What follows belongs to an exercise in optimizing a design on an open flow for small area and a short achievable clock period; a production flow would make more cautious choices.
Only the layout flow was run in this run; the RTL was not checked for function there.
No activity file was given, so power comes from the tool's default toggle rates.

==> flow/design.v <==
module QRCODE_FINDER (
input             iCLOCK,
input             iRESET,
input [23:0]      iVID_DATA,
input             iVID_START,
input             iVID_DATA_VALID,
input [10:0]      iADDRESS,
input [31:0]      iWRITE_DATA,
input             iWRITE,
input             iREAD,
output reg [31:0] oREAD_DATA,
output reg [23:0] oVID_DATA,
output            oVID_START,
output            oVID_DATA_VALID
);
localparam pTHRESHOLD = 60;
localparam stNONE  = 2'd0;
localparam stWHITE = 2'd1;
localparam stBLACK = 2'd2;
localparam dsIDLE   = 3'd0;
localparam dsFIRST  = 3'd1;
localparam dsCENTER = 3'd3;
localparam dsTHIRD  = 3'd4;
localparam dsFOURTH = 3'd5;
reg [6:0]  rHCNT;
reg [9:0]  rVCNT;
reg        rDSTART;
reg [2:0]  rVALID_PIPE;
reg [2:0]  rSTART_PIPE;
reg [2:0]  rDSTART_PIPE;
reg [23:0] rDATA0, rDATA1;
reg [6:0]  rHCNT_P0, rHCNT_P1;
reg [9:0]  rLUM;
reg [9:0]  rH0, rH1, rH2;
reg [19:0] rLBQ;
reg [11:0] rMAG;
reg        rPOS, rNEG;
reg [1:0]  rSTATE;
reg [9:0]  rPREV_CHANGE;
reg [1:0]  rPREV_STATE;
reg [6:0]  rHSTART;
reg [6:0]  rPREV_HSTART;
reg [7:0]  rPREV_DUR;
reg        rCHANGE;
reg        rFOUND;
reg [2:0]  rDECODE_STATE;
reg [9:0]  rREFBIT_DUR_MAX;
reg [9:0]  rREFBIT_DUR_MIN;
reg [9:0]  rREFBIT_3DUR_MAX;
reg [9:0]  rREFBIT_3DUR_MIN;
reg [6:0]  rPREV_CENT_HSTART;
reg [6:0]  rPREV_CENT_HEND;
reg        rUPDATE, rREFRESH;
reg signed [12:0] rTHRESHOLD;
reg [1:0]  rOUTMODE;
reg [4:0]  rDETECT_ADDR;
reg        rDETECT_WRITE;
reg [4:0]  rEND_ADDR;
assign oVID_START      = rSTART_PIPE[2];
assign oVID_DATA_VALID = rVALID_PIPE[2];
wire [9:0] wLUM      = {2'b0,iVID_DATA[7:0]} + {2'b0,iVID_DATA[15:8]} + {2'b0,iVID_DATA[23:16]};
wire [9:0] wLUM_NORM = rLUM + rLUM[9:2] + rLUM[9:4] + rLUM[9:6] + rLUM[9:8];
wire        wFLAG1   = rDSTART_PIPE[0];
wire [10:0] wLUM_DIFF = wFLAG1 ? 11'd0 : {1'b0,rH0} - {1'b0,rH2};
reg [19:0] rLINE_BUF [0:127];
wire [19:0] wLB_WDATA = {rLBQ[9:0], wLUM_DIFF[10:1]};
always @(posedge iCLOCK) begin
  if (rVALID_PIPE[0])
    rLINE_BUF[rHCNT_P0] <= wLB_WDATA;
  rLBQ <= (rVALID_PIPE[0] && rHCNT_P0 == rHCNT) ? wLB_WDATA : rLINE_BUF[rHCNT];
end
wire [13:0] wA  = wFLAG1 ? 14'd0 : {4'b0, rH0};
wire [13:0] wB  = wFLAG1 ? 14'd0 : {4'b0, rH2};
wire [13:0] wL1 = {{2{rLBQ[9]}},  rLBQ[9:0],   2'b0};
wire [13:0] wL2 = {{3{rLBQ[19]}}, rLBQ[19:10], 1'b0};
wire [13:0] wS  = wA - wB + wL1 + wL2;
wire [13:0] wSN = wB - wA - wL1 - wL2 + 14'd1;
always @(posedge iCLOCK) begin
  rMAG <= wS[13] ? wSN[12:1] : wS[12:1];
  rPOS <= !wS[13] && (wS[12:1] != 0);
  rNEG <= wS[13];
end
wire wGT_TH = $signed({1'b0, rMAG}) > rTHRESHOLD;
wire wRISE  = rPOS && wGT_TH;
wire wFALL  = rNEG && wGT_TH;
wire wPC_LT = {2'b0, rPREV_CHANGE} < rMAG;
wire [9:0] wDUR = {{2{rPREV_DUR[7]}}, rPREV_DUR};
wire [9:0] wDUR_MAX  = wDUR + (wDUR>>3) + 10'd1;
wire [9:0] wDUR_MIN  = wDUR - (wDUR>>3) - 10'd1;
wire [9:0] w3DUR_MAX = (wDUR<<1) + wDUR + (wDUR>>2) + (wDUR>>3) + 10'd3;
wire [9:0] w3DUR_MIN = (wDUR<<1) + wDUR - (wDUR>>2) - (wDUR>>3) - 10'd3;
wire wIN1 = (rREFBIT_DUR_MAX  >= wDUR) && (rREFBIT_DUR_MIN  <= wDUR);
wire wIN3 = (rREFBIT_3DUR_MAX >= wDUR) && (rREFBIT_3DUR_MIN <= wDUR);
reg [23:0] rRESULTS [0:31];
always @(posedge iCLOCK) begin
  if (rDETECT_WRITE) begin
    if (rUPDATE)
      rEND_ADDR <= rDETECT_ADDR;
    else
      rRESULTS[rDETECT_ADDR] <= {rVCNT, rPREV_CENT_HSTART, rPREV_CENT_HEND};
  end
end
wire [23:0] wRES = rRESULTS[iADDRESS[4:0]];
wire [2:0]  wCTRL = (iADDRESS == 11'd0) ? {rOUTMODE, rUPDATE} : 3'd0;
reg  [2:0]  rCTRL;
always @(posedge iCLOCK) begin
  if (iADDRESS[10])
    oREAD_DATA <= (iADDRESS[4:0] == rEND_ADDR) ? 32'hFFFFFFFF :
                  {2'b0, wRES[23:14], 3'b0, wRES[13:7], 3'b0, wRES[6:0]};
  else
    oREAD_DATA <= iREAD ? {29'b0, wCTRL} : {29'b0, rCTRL};
  if (iREAD)
    rCTRL <= wCTRL;
end
always @(posedge iCLOCK) begin
  if (iRESET) begin
    rTHRESHOLD <= pTHRESHOLD;
    rOUTMODE <= 0;
    rREFRESH <= 0;
  end
  if (iWRITE) begin
    case (iADDRESS)
      0: {rOUTMODE,rREFRESH} <= iWRITE_DATA[2:0];
      1: rTHRESHOLD <= iWRITE_DATA[12:0];
    endcase
  end
  if (rREFRESH & !rUPDATE)
    rREFRESH <= 0;
end
always @(posedge iCLOCK) begin
  rDETECT_WRITE <= 0;
  if (rDETECT_WRITE)
    rDETECT_ADDR <= rDETECT_ADDR + 1'b1;
  rDATA0 <= iVID_DATA;
  rDATA1 <= rDATA0;
  rVALID_PIPE  <= {rVALID_PIPE[1:0], iVID_DATA_VALID};
  rSTART_PIPE  <= {rSTART_PIPE[1:0], iVID_START};
  rDSTART_PIPE <= {rDSTART_PIPE[1:0], rDSTART};
  rHCNT_P0 <= rHCNT;
  rHCNT_P1 <= rHCNT_P0;
  rLUM <= wLUM;
  if (iVID_DATA_VALID) begin
    rDSTART <= iVID_START;
    rHCNT   <= rHCNT + 1'b1;
    if (rHCNT == 7'd127) begin
      rSTATE <= stNONE;
      rVCNT <= rVCNT + 1'b1;
      rDSTART_PIPE[0] <= 1'b1;
    end
    if (rDSTART) begin
      rHCNT <= 0;
      rVCNT <= 0;
      if (rUPDATE && rREFRESH) begin
        rUPDATE <= 0;
        rDETECT_ADDR <= 0;
      end
      if (!rUPDATE) begin
        rUPDATE <= 1;
        rDETECT_WRITE <= 1;
      end
      rSTATE <= stNONE;
    end
  end
  if (rVALID_PIPE[0]) begin
    if (wFLAG1) begin
      rH0 <= wLUM_NORM;
      rH1 <= wLUM_NORM;
      rH2 <= wLUM_NORM;
    end else begin
      rH0 <= wLUM_NORM;
      rH1 <= rH0;
      rH2 <= rH1;
    end
  end
  if (rVALID_PIPE[1]) begin
    rCHANGE <= 0;
    oVID_DATA <= rOUTMODE == 0 ? rDATA1 :
                 rOUTMODE == 1 ? {3{rH0[9:2]}} :
                 rOUTMODE == 2 ? ((rSTATE == stNONE)  ? {3{8'h80}} :
                                  (rSTATE == stBLACK) ? {3{8'h00}} : {3{8'hFF}}) :
                 24'd0;
    if (wRISE && (rSTATE != stWHITE || wPC_LT)) begin
      rHSTART <= rHCNT_P1;
      rPREV_CHANGE <= rMAG[9:0];
      if (rSTATE != stWHITE) begin
        rSTATE <= stWHITE;
        rPREV_STATE <= rSTATE;
        rPREV_HSTART <= rHSTART;
        rCHANGE <= 1;
        if (rOUTMODE != 0) oVID_DATA <= 24'hff0000;
        rPREV_DUR <= rHCNT_P0 - rHSTART;
      end
    end
    if (wFALL && (rSTATE != stBLACK || wPC_LT)) begin
      rHSTART <= rHCNT_P1;
      rPREV_CHANGE <= rMAG[9:0];
      if (rSTATE != stBLACK) begin
        rSTATE <= stBLACK;
        rPREV_STATE <= rSTATE;
        rPREV_HSTART <= rHSTART;
        rCHANGE <= 1;
        if (rOUTMODE != 0) oVID_DATA <= 24'h0000ff;
        rPREV_DUR <= rHCNT_P0 - rHSTART;
      end
    end
    if (rDSTART_PIPE[1]) begin
      rPREV_STATE <= stNONE;
      rHSTART <= 0;
      rCHANGE <= 0;
    end
    rFOUND <= 0;
    if (rFOUND && rOUTMODE != 0)
      oVID_DATA <= 24'h00FF00;
  end
  if (rVALID_PIPE[2]) begin
    if (rDSTART_PIPE[2])
      rDECODE_STATE <= dsIDLE;
    else if (rCHANGE) begin
      case (rDECODE_STATE)
        dsIDLE: begin
          if (rPREV_STATE == stBLACK) begin
            rREFBIT_DUR_MAX  <= wDUR_MAX;
            rREFBIT_DUR_MIN  <= wDUR_MIN;
            rREFBIT_3DUR_MAX <= w3DUR_MAX;
            rREFBIT_3DUR_MIN <= w3DUR_MIN;
            rDECODE_STATE <= dsFIRST;
          end
        end
        dsFIRST: begin
          if (wIN1)
            rDECODE_STATE <= dsCENTER;
          else
            rDECODE_STATE <= dsIDLE;
        end
        dsCENTER: begin
          if (wIN3) begin
            rDECODE_STATE <= dsTHIRD;
            rPREV_CENT_HSTART <= rPREV_HSTART;
          end else begin
            rREFBIT_DUR_MAX  <= wDUR_MAX;
            rREFBIT_DUR_MIN  <= wDUR_MIN;
            rREFBIT_3DUR_MAX <= w3DUR_MAX;
            rREFBIT_3DUR_MIN <= w3DUR_MIN;
            rDECODE_STATE <= dsFIRST;
          end
        end
        dsTHIRD: begin
          if (wIN1) begin
            rDECODE_STATE <= dsFOURTH;
            rPREV_CENT_HEND <= rPREV_HSTART;
          end else
            rDECODE_STATE <= dsIDLE;
        end
        dsFOURTH: begin
          if (wIN1) begin
            rDECODE_STATE <= dsIDLE;
            rFOUND <= 1;
            rDETECT_WRITE <= !rUPDATE;
          end else begin
            rREFBIT_DUR_MAX  <= wDUR_MAX;
            rREFBIT_DUR_MIN  <= wDUR_MIN;
            rREFBIT_3DUR_MAX <= w3DUR_MAX;
            rREFBIT_3DUR_MIN <= w3DUR_MIN;
            rDECODE_STATE <= dsFIRST;
          end
        end
        default: ;
      endcase
    end
  end
  if (iRESET) begin
    rHCNT <= 0;
    rVCNT <= 0;
    rVALID_PIPE <= 0;
    rSTART_PIPE <= 0;
    rDSTART_PIPE <= 0;
    rDSTART <= 0;
    rH0 <= 0;
    rH1 <= 0;
    rH2 <= 0;
    rSTATE <= stNONE;
    rPREV_STATE <= stNONE;
    rHSTART <= 0;
    rCHANGE <= 0;
    rFOUND <= 0;
    rDECODE_STATE <= dsIDLE;
    rUPDATE <= 0;
    rDETECT_ADDR <= 0;
    rDETECT_WRITE <= 0;
  end
end
endmodule
==> flow/run.sh <==
#!/bin/bash
# synth_recipe.tcl (not shown) runs the flow's synth.tcl, then flattens the netlist and writes it again
# the make line also repeats each setting of config.mk as NAME=value (left out here)
make -C /OpenROAD-flow-scripts/flow DESIGN_CONFIG=/design/flow/config.mk WORK_HOME=/design/flow/orfs CLKGATE_MAP_FILE= SYNTH_SCRIPT=/design/flow/synth_recipe.tcl finish
==> flow/config.mk <==
export PLATFORM = sky130hd
export DESIGN_NAME = QRCODE_FINDER
export DESIGN_NICKNAME = QRCODE_FINDER
export VERILOG_FILES = /design/flow/design.v
export SDC_FILE = /design/flow/constraint.sdc
export NUM_CORES = 4
export LEC_CHECK = 0
export CAP_MARGIN = 20
export CORE_MARGIN = 2
export CORE_UTILIZATION = 45
export SLEW_MARGIN = 20
==> flow/constraint.sdc <==
create_clock -name core_clock -period 9.0 [get_ports {iCLOCK}]
set_input_delay 1.8000 -clock core_clock [delete_from_list [all_inputs] [get_ports {iCLOCK}]]
set_output_delay 1.8000 -clock core_clock [all_outputs]
set_load 0.01 [all_outputs]
==> Implementation_results.wiki <==
{| class="wikitable"
! Metric !! Value
|-
| DPL Wire Length || 242000 um
|-
| Count of clock tree sinks || 3645
|-
| Result of the run || finished clean
|-
| Global Route Usage Sum || 25.3%
|-
| Endpoint of the worst-slack reg-to-reg timing path || rMAG[6]
|-
| Clock latency at the later pin of the worst-skew pair || 0.97 ns
|-
| Mean Syn Cell Area || 18.0 um^2
|-
| Final wirelength || 411000 um
|-
| Leading post-synthesis cells by cell area || sky130_fd_sc_hd__edfxtp_1, sky130_fd_sc_hd__a22oi_1, sky130_fd_sc_hd__mux4_2, sky130_fd_sc_hd__dfxtp_1, sky130_fd_sc_hd__ha_1
|-
| Share of flip-flops with an asynchronous set or reset || 0%
|-
| Pin count of the biggest net entering global routing || 107
|-
| Startpoint of the lowest-slack hold path || rDATA0[19]
|-
| Synth top cells by count || sky130_fd_sc_hd__edfxtp_1, sky130_fd_sc_hd__a22oi_1, sky130_fd_sc_hd__nor2_1
|-
| Postcts setup bufs || 0
|-
| Critical path startpoint category || flop
|-
| Setup clock skew after layout || 0.0888 ns
|-
| Root buffer cell || sky130_fd_sc_hd__clkbuf_16
|-
| Largest voltage drop on the vdd net || 341 uV
|-
| Remaining design rule violation count || 0
|-
| Post-route non-filler standard cell count || 12700
|-
| Area Growth Syn to Fin || 14.4%
|-
| Count of hold buffers inserted by post-cts repair || 0
|-
| Core Area || 312000 um^2
|-
| Hold crit path type || reg2reg
|-
| Setup violators final || 0
|-
| Max Fanout on Critical Path || 44
|-
| Die width || 563 um
|-
| Tot Pwr || 43.8 mW
|-
| Max-slew violation count || 0
|-
| Placed Cells || 12000
|-
| Effective utilization at floorplan || 45.2%
|-
| Leakage component of the power || 50.8 nW
|-
| DR vias/cell || 6.28
|-
| Clock Path Buffers || 4
|-
| Total of buffers placed on input and output ports || 111
|-
| Total Negative Setup Slacks || 0 ns
|-
| Number of global-route vias before repair || 77100
|-
| Initial DRC count || 11200
|-
| Routed via count || 79400
|-
| Worst R2R Start || rHCNT_P0[1]
|-
| Distinct cells, synth || 88
|-
| Clock-pin slew on the worst setup and hold paths || 0.06 ns
|-
| RSZ-0062 raised after global routing || false
|-
| Count of flip-flops with a built-in enable after synthesis || 3438
|-
| End point of the worst hold path || rDATA1[19]
|-
| Critical Path Source || rHCNT_P0[1]
|-
| Data arrival, critical path || 8.21 ns
|-
| Synth top area share || 73.3%
|-
| Gpl congestion || 0.929
|-
| Kind of end point of the critical path || flop
|-
| Fin. Hold Viols || 0
|-
| Share of layout cells above drive strength 1 || 16.8%
|-
| Time the worst path needs with I/O delays and setup || 7.44 ns
|-
| DR pass1 iterations || 6
|-
| Startpoint-to-endpoint class of the critical path || reg2reg
|-
| PostCTS Resize Cnt || 0
|-
| Mapped Nets || 8182
|-
| Remaining global-route overflow || 0
|-
| Post-synth top flop || sky130_fd_sc_hd__edfxtp_1
|-
| Post-route core utilization || 51.7%
|-
| Synthesized instance count || 7837
|-
| Most common cell in the synthesized netlist || sky130_fd_sc_hd__edfxtp_1
|-
| Wire length of the first global-routing pass || 576000 um
|-
| Share of synthesized area occupied by flip-flops and latches || 76.3%
|-
| Final ANT Viol Nets || 0
|-
| Yosys warning count || 1
|-
| Number of CTS-inserted buffers || 376
|-
| Synthesized flop and latch total || 3645
|-
| Ports || 131
|-
| NumNets Final || 8538
|-
| Clock tree from TritonCTS || done
|-
| Number of max-capacitance violations reported || 0
|-
| H-Tree Level Count || 5
|-
| Flop-to-flop setup slack || 1.56 ns
|-
| Number of antenna violations at the first check in global routing || 25
|-
| Hold-critical path depth || 0
|-
| Chip Height || 563 um
|-
| PwrDens || 272 nW/um^2
|-
| Number of rows in the core area || 205
|-
| Number of cells on the worst reg-to-reg path || 19
|-
| Total die area || 317000 um^2
|-
| WL per Instance || 32.5 um
|-
| Peak Freq || 0.134 GHz
|-
| Final cycle utilization of the critical path || 82.7%
|-
| Relative slew slack || 11.7%
|-
| Worst slew pin tran || 1.29 ns
|-
| Required @ worst endpoint || 9.77 ns
|-
| Cell Area, Synth || 141000 um^2
|-
| Dominant cell type by area after synthesis || sky130_fd_sc_hd__edfxtp_1
|}
[kinds of logic after synthesis]
logic type	Yosys count	synth area share [%]
flops	3645	76.3
xor+xnor	110	0.684
buf+inv	642	1.95
simple gates	842	2.96
compound gates	1948	10.4
mux	378	4.97
fa+ha+maj	272	2.74
[critical path, stage by stage, from the launching register on]
cell                      delay, ns
sky130_fd_sc_hd__dfxtp_4       0.76
sky130_fd_sc_hd__buf_4         0.37
sky130_fd_sc_hd__and3b_4       0.90
sky130_fd_sc_hd__buf_4         0.55
sky130_fd_sc_hd__a22oi_1       0.13
sky130_fd_sc_hd__nand4_1       0.24
sky130_fd_sc_hd__mux4_2        0.36
sky130_fd_sc_hd__nand2_1       0.23
sky130_fd_sc_hd__nand4_1       0.19
sky130_fd_sc_hd__a31o_4        0.62
sky130_fd_sc_hd__fa_1          0.52
sky130_fd_sc_hd__ha_1          0.34
sky130_fd_sc_hd__o21ai_0       0.09
sky130_fd_sc_hd__nor2_1        0.07
sky130_fd_sc_hd__o31a_1        0.26
sky130_fd_sc_hd__o22ai_1       0.25
sky130_fd_sc_hd__o21ai_0       0.16
sky130_fd_sc_hd__o221a_2       0.33
sky130_fd_sc_hd__inv_1         0.38
sky130_fd_sc_hd__mux2_2        0.40
[layer usage]
| layer | up-vias | GRT usage [%] | wire [um] |
|---|---|---|---|
| met5 | - | 0 | 97 |
| met1 | 41300 | 34.3 | 159000 |
| met3 | 724 | 4.48 | 39000 |
| met4 | 14 | 9.38 | 16600 |
| met2 | 4330 | 41.2 | 196000 |
| li1 | 33100 | - | - |
[report_power, final]
part	switching, mW	leakage (nW)	internal (mW)
clock	6.59	5.92	8.86
sequential	0.149	32.6	20.6
combinational	5.17	12.3	2.39
total	11.9	50.8	31.8
[placed cells by master (no fill, tap or decap), types with 95 or more instances in the layout]
cell type | Yosys | final
sky130_fd_sc_hd__clkbuf_16 | 0 | 381
sky130_fd_sc_hd__o21ai_0 | 97 | 95
sky130_fd_sc_hd__edfxtp_1 | 3438 | 3438
sky130_fd_sc_hd__mux4_2 | 252 | 252
sky130_fd_sc_hd__ha_1 | 212 | 212
sky130_fd_sc_hd__a221oi_1 | 235 | 235
sky130_fd_sc_hd__a31oi_1 | 159 | 156
sky130_fd_sc_hd__clkdlybuf4s50_1 | 0 | 105
sky130_fd_sc_hd__nor2_2 | 0 | 108
sky130_fd_sc_hd__nor2_1 | 318 | 148
sky130_fd_sc_hd__a22oi_1 | 773 | 773
sky130_fd_sc_hd__a21oi_1 | 154 | 154
sky130_fd_sc_hd__buf_4 | 15 | 314
sky130_fd_sc_hd__inv_1 | 168 | 166
sky130_fd_sc_hd__a22o_1 | 197 | 197
sky130_fd_sc_hd__nand4_1 | 108 | 108
sky130_fd_sc_hd__nand2_1 | 139 | 138
sky130_fd_sc_hd__dfxtp_1 | 207 | 193
[sequential cells by signal, summed over array words and instances, names as in the netlist, 12 cells and up]
signal	cells
oREAD_DATA	25
oVID_DATA	24
rDATA0	24
rTHRESHOLD	13
rRESULTS	768
rDATA1	24
rMAG	12
rLINE_BUF	2560
[layout make-up]
class,count,area [um^2]
flip-flops and latches,3645,107000
fillers,24800,151000
repair buffers,450,3960
multi-input cells,3550,31600
diodes,16,40.0
clock buffers,463,9920
clock inverters,222,2320
inverters,170,643
well taps,4140,5180
[worst max path at each step]
stage	cells past startpoint	endpoint	slack, ns
after global routing	18	rMAG[6]	1.45
after floorplan	19	rMAG[8]	0.57
final	19	rMAG[6]	1.56
after detailed placement	17	rMAG[9]	1.71
after global placement	18	rMAG[8]	1.63
after CTS	17	rMAG[6]	1.70
[through the flow]
| stage | setup slack, ns | hold WS, ns | area, um^2 |
|---|---|---|---|
| 2_1_floorplan | 0.572 | 0.310 | 141000 |
| 3_3_place_gp | 1.63 | 0.311 | 149000 |
| 3_5_place_dp | 1.71 | 0.312 | 149000 |
| 4_1_cts | 1.70 | 0.299 | 161000 |
| 5_1_grt | 1.45 | 0.316 | 161000 |
| 6_report | 1.56 | 0.298 | 161000 |

what the ideal ports hide:
Ports are ideal in the flow. The routed layout listed here was re-timed in OpenROAD. Step 1: set_driving_cell puts a clkbuf_16 on iCLOCK and a buf_2 on each other input, an assumption about the parent block. Step 2 moves the port delays by t, midway between the first and last clock arrival at a register: inputs arrive t later, outputs are due t later. That takes back most of the time a late clock gives input paths. Three values: ideal, step 1, step 2; two values: the first two.
t (ns): 1.028
setup slack, ns: 1.560 / 1.560 / 1.560
worst setup path after step 2: register to register
worst slew at a driven data input, ns: 0.08
pins driven straight from the clock port: 1
After both steps setup and hold are still met in this run. For this run, drivers alone change the setup slack by 0.000 ns; drivers and shift together by 0.000 ns.
